Context: an optimization exercise on an open-source flow, tuned for small area. The choices shown serve that exercise and are no tape-out recipe.
Only simulation tests tie the RTL to the original design; equivalence was not proved.
Power is estimated from default activity; no workload was simulated.

Design UCIE_ctl_CNTL, start of the top module:
module UCIE_ctl_CNTL (
	input 				i_rst_n,
	input 				i_fdi_lclk,
	input 		[3:0] 	i_fdi_lp_state_req,
	input 				i_fdi_lp_rx_active_sts,
	input				i_fdi_lp_linkerror,
	input 		[3:0] 	i_rdi_pl_state_sts,
	input 				i_rdi_pl_inband_pres,
	input 		[2:0] 	i_rdi_pl_speedmode,
	input 		[2:0] 	i_rdi_pl_lnk_cfg,
	input 				i_rdi_pl_phyinrecenter,
	input 				i_rdi_pl_error,
	input 				i_rdi_pl_cerror,
	input 				i_rdi_pl_nferror,
	input 				i_rdi_pl_trainerror,
	input  			 	i_csr_UCIe_Link_Control_Retrain,
	input 		[31:0] 	i_csr_ADVCAP,
	input 				i_tx_overflow,
	input 				i_rx_overflow,
	input 				i_sb_busy_flag,
	input 				i_sb_pl_valid,
	input 		[4:0] 	i_sb_pl_decode,
	input 		[31:0] 	i_sb_pl_adv_cap_val,
	input 				i_sb_src_error,
	input 				i_sb_dst_error,
	input 				i_sb_opcode_error,
	input 				i_sb_unsupported_message,
	input 				i_sb_parity_error,
	output reg 	[3:0] 	o_fdi_pl_state_sts,
	output reg 			o_fdi_pl_inband_pres,
	output 	 			o_fdi_pl_rx_active_req,
	output 	 	[2:0] 	o_fdi_pl_protocol,
	output 	 	[3:0] 	o_fdi_pl_protocol_flitfmt,
	output 	 			o_fdi_pl_protocol_vld,
	output 	 	[2:0]	o_fdi_pl_speedmode,
	output 	 	[2:0]	o_fdi_pl_lnk_cfg,
	output 				o_fdi_pl_error,
	output 				o_fdi_pl_cerror,
	output 				o_fdi_pl_nferror,
	output 				o_fdi_pl_phyinrecenter,
	output 				o_fdi_pl_trainerror,
	output reg 	[3:0] 	o_rdi_lp_state_req,
	output 	 			o_rdi_lp_linkerror,
	output reg 	[4:0]	o_sb_lp_decode,
	output 	 			o_sb_lp_valid,
	output 	 	[31:0]	o_sb_lp_adv_cap_val,
	output reg			o_csr_wr,
	output reg [7:0]	o_csr_addr,
	output reg [31:0] 	o_csr_wdata
);
Size: ~660 cells after synthesis, about 4800 sq um of cells after synthesis.
clock: 6.0 ns
lec_check: 0
abc_area: 1
cap_margin: 0
core_margin: 2
core_utilization: 65
slew_margin: 0
standard.sh (not shown) runs the stock make flow with config.mk's settings and CLKGATE_MAP_FILE= SYNTH_SCRIPT=/design/flow/synth_recipe.tcl, a recipe that flattens the netlist after the stock synthesis.
==> flow/flow/run.sh <==
#!/bin/bash
# Layout flow: the standard synthesis; then the combinational logic between
# the (unchanged) registers is re-mapped by ABC with a few area-oriented
# scripts run side by side, keeping the smallest result; then the standard
# layout from floorplan on, with buf_1 port buffers, one tie cell per constant
# (no tie fanout split) and a clkbuf_8 clock tree without dummy loads.
set -euo pipefail
HERE=$(pwd)
RES=$HERE/orfs/results/sky130hd/UCIE_ctl_CNTL/base
LIB=$FLOW_HOME/platforms/sky130hd/lib/sky130_fd_sc_hd__tt_025C_1v80.lib
KNOBS=("BUFFER_PORTS_ARGS=-buffer_cell sky130_fd_sc_hd__buf_1"
       "SKIP_REPAIR_TIE_FANOUT=1"
       "CTS_ARGS=-sink_clustering_enable -repair_clock_nets -buf_list sky130_fd_sc_hd__clkbuf_8 -dont_use_dummy_load")

# 1. standard synthesis
bash standard.sh synth "${KNOBS[@]}" > standard_synth.log 2>&1
cp $RES/1_2_yosys.v std_1_2_yosys.v

# 2. re-map the combinational logic; registers and tie cells are kept as they are
DONT_USE=$(sed -n '/^export DONT_USE_CELLS/,/^$/p' $FLOW_HOME/platforms/sky130hd/config.mk \
           | grep -o 'sky130_fd_sc_hd__[a-z0-9_]*' | sed 's/^/-dont_use /' | tr '\n' ' ')
FF=$(grep -o 'sky130_fd_sc_hd__[a-z0-9_]*' std_1_2_yosys.v | sort -u | grep -E '__(df|edf|sdf|dl|conb)' | tr '\n' ' ')
best=""; best_area=""
# each script is run twice: re-mapping everything, and keeping the standard
# synthesis's XOR/XNOR cells as they are
XOR=$(grep -o 'sky130_fd_sc_hd__x[a-z0-9_]*' std_1_2_yosys.v | sort -u | tr '\n' ' ')
for s in $HERE/flow/area*.abc; do
 for keep in all x; do
  n=$(basename $s .abc)_$keep
  KEEP="$FF"; [[ $keep == x ]] && KEEP="$FF $XOR"
  cat > resyn_$n.ys <<EOT
read_liberty -ignore_miss_func $LIB
blackbox $KEEP
read_verilog std_1_2_yosys.v
hierarchy -top $FLOW_TOP
flatten
opt -purge
abc -liberty $LIB $DONT_USE -script $s
opt_clean -purge
setundef -zero
splitnets
opt_clean -purge
hilomap -singleton -hicell sky130_fd_sc_hd__conb_1 HI -locell sky130_fd_sc_hd__conb_1 LO
insbuf -buf sky130_fd_sc_hd__buf_1 A X
opt_clean -purge
tee -o resyn_$n.stat stat -liberty $LIB
write_verilog -noattr -nohex -nodec resyn_$n.v
EOT
  yosys -s resyn_$n.ys > resyn_$n.log 2>&1 &
 done
done
wait
for s in $HERE/flow/area*.abc; do
 for keep in all x; do
  n=$(basename $s .abc)_$keep
  a=$(grep -o "Chip area for module .*: [0-9.]*" resyn_$n.stat | awk '{print $NF}' || true)
  echo "$n $a" >> resyn_areas.txt
  if [[ -n "$a" ]] && { [[ -z "$best" ]] || awk -v a="$a" -v b="$best_area" 'BEGIN{exit !(a<b)}'; }; then
    best=$n; best_area=$a
  fi
 done
done
echo "chosen $best $best_area" >> resyn_areas.txt
cp resyn_$best.v resyn_1_2_yosys.v
cp resyn_1_2_yosys.v $RES/1_2_yosys.v
rm -f $RES/1_synth.odb $RES/1_synth.sdc

# 3. rest of the standard flow
bash standard.sh finish "${KNOBS[@]}" > standard_flow.log 2>&1
Other scripts of this flow, unchanged in this note and not shown: flow/flow/area1.abc, flow/flow/area2.abc, flow/flow/area4.abc
The baseline produced a clean layout.
Next try:
--- a/flow/design.v
+++ b/flow/design.v
@@ -291,13 +291,13 @@
 			         s_ple | (s_le & aux_q);
 			tx_q <= s_sarr | (tx_q & ~(s_gr | s_rst | s_act));
 			rx_q <= s_ssap | (rx_q & ~(s_gr | s_rst | s_act));
 			busy_q <= i_sb_busy_flag;
 			ent_q <= ent;
 			caps_q <= caps;
-			neg_q <= i_csr_ADVCAP[3:0];	 
+			if (s_see) neg_q <= i_csr_ADVCAP[3:0];
 			tcnt <= t_en ? t_nxt : 8'd0;
 	end
 	assign o_fdi_pl_error         = i_rdi_pl_error;
 	assign o_fdi_pl_cerror        = i_rdi_pl_cerror;
 	assign o_fdi_pl_nferror       = i_rdi_pl_nferror;
 	assign o_fdi_pl_trainerror    = i_rdi_pl_trainerror | te_i;
What happened: Critical path depth went up by 2. Clock power went down by about 2%. Synthesized cell count went down by 0.45%. Non-clock buffer count went up by 1. Power went down by 6.1%. Die area went up by 0.30%. Sequential cell count does not change. Count of clock-buffer cells in the layout is unchanged. Final cell count went down by 0.32%. Area after synthesis went up by 0.31%. Wire length went down by 3.5%. Global-route usage went down by 2.0 points.

==> afterwards: timing with drivers on the ports <==
The flow's constraints put no driver on any port. The routed layouts listed below were extracted and timed again, unchanged, in two steps.
Step 1 (the two cells are an assumption about what drives the block):
set clk [get_ports {i_fdi_lclk}]
set_driving_cell -lib_cell sky130_fd_sc_hd__clkbuf_16 $clk
set_driving_cell -lib_cell sky130_fd_sc_hd__buf_2 [delete_from_list [all_inputs] $clk]
Step 2 times the ports against the registers' clock, not the clock port: input delays grow and output delays shrink by t, the midpoint of the rising clock arrivals with the driver on.
Slacks: ideal / step 1 / step 2; pairs: ideal / step 1.
run	t (ns)	slack for setup (ns)	hold WS [ns]
the first run	0.387	0.638 / 0.587 / 0.587	0.482 / 0.482 / 0.482
the second run	0.376	0.670 / 0.644 / 0.765	0.467 / 0.467 / 0.467
After both steps setup and hold are still met in every run listed. The setup slack of the first run, which loses most, moves by -0.051 ns with the drivers and by -0.051 ns with both steps.
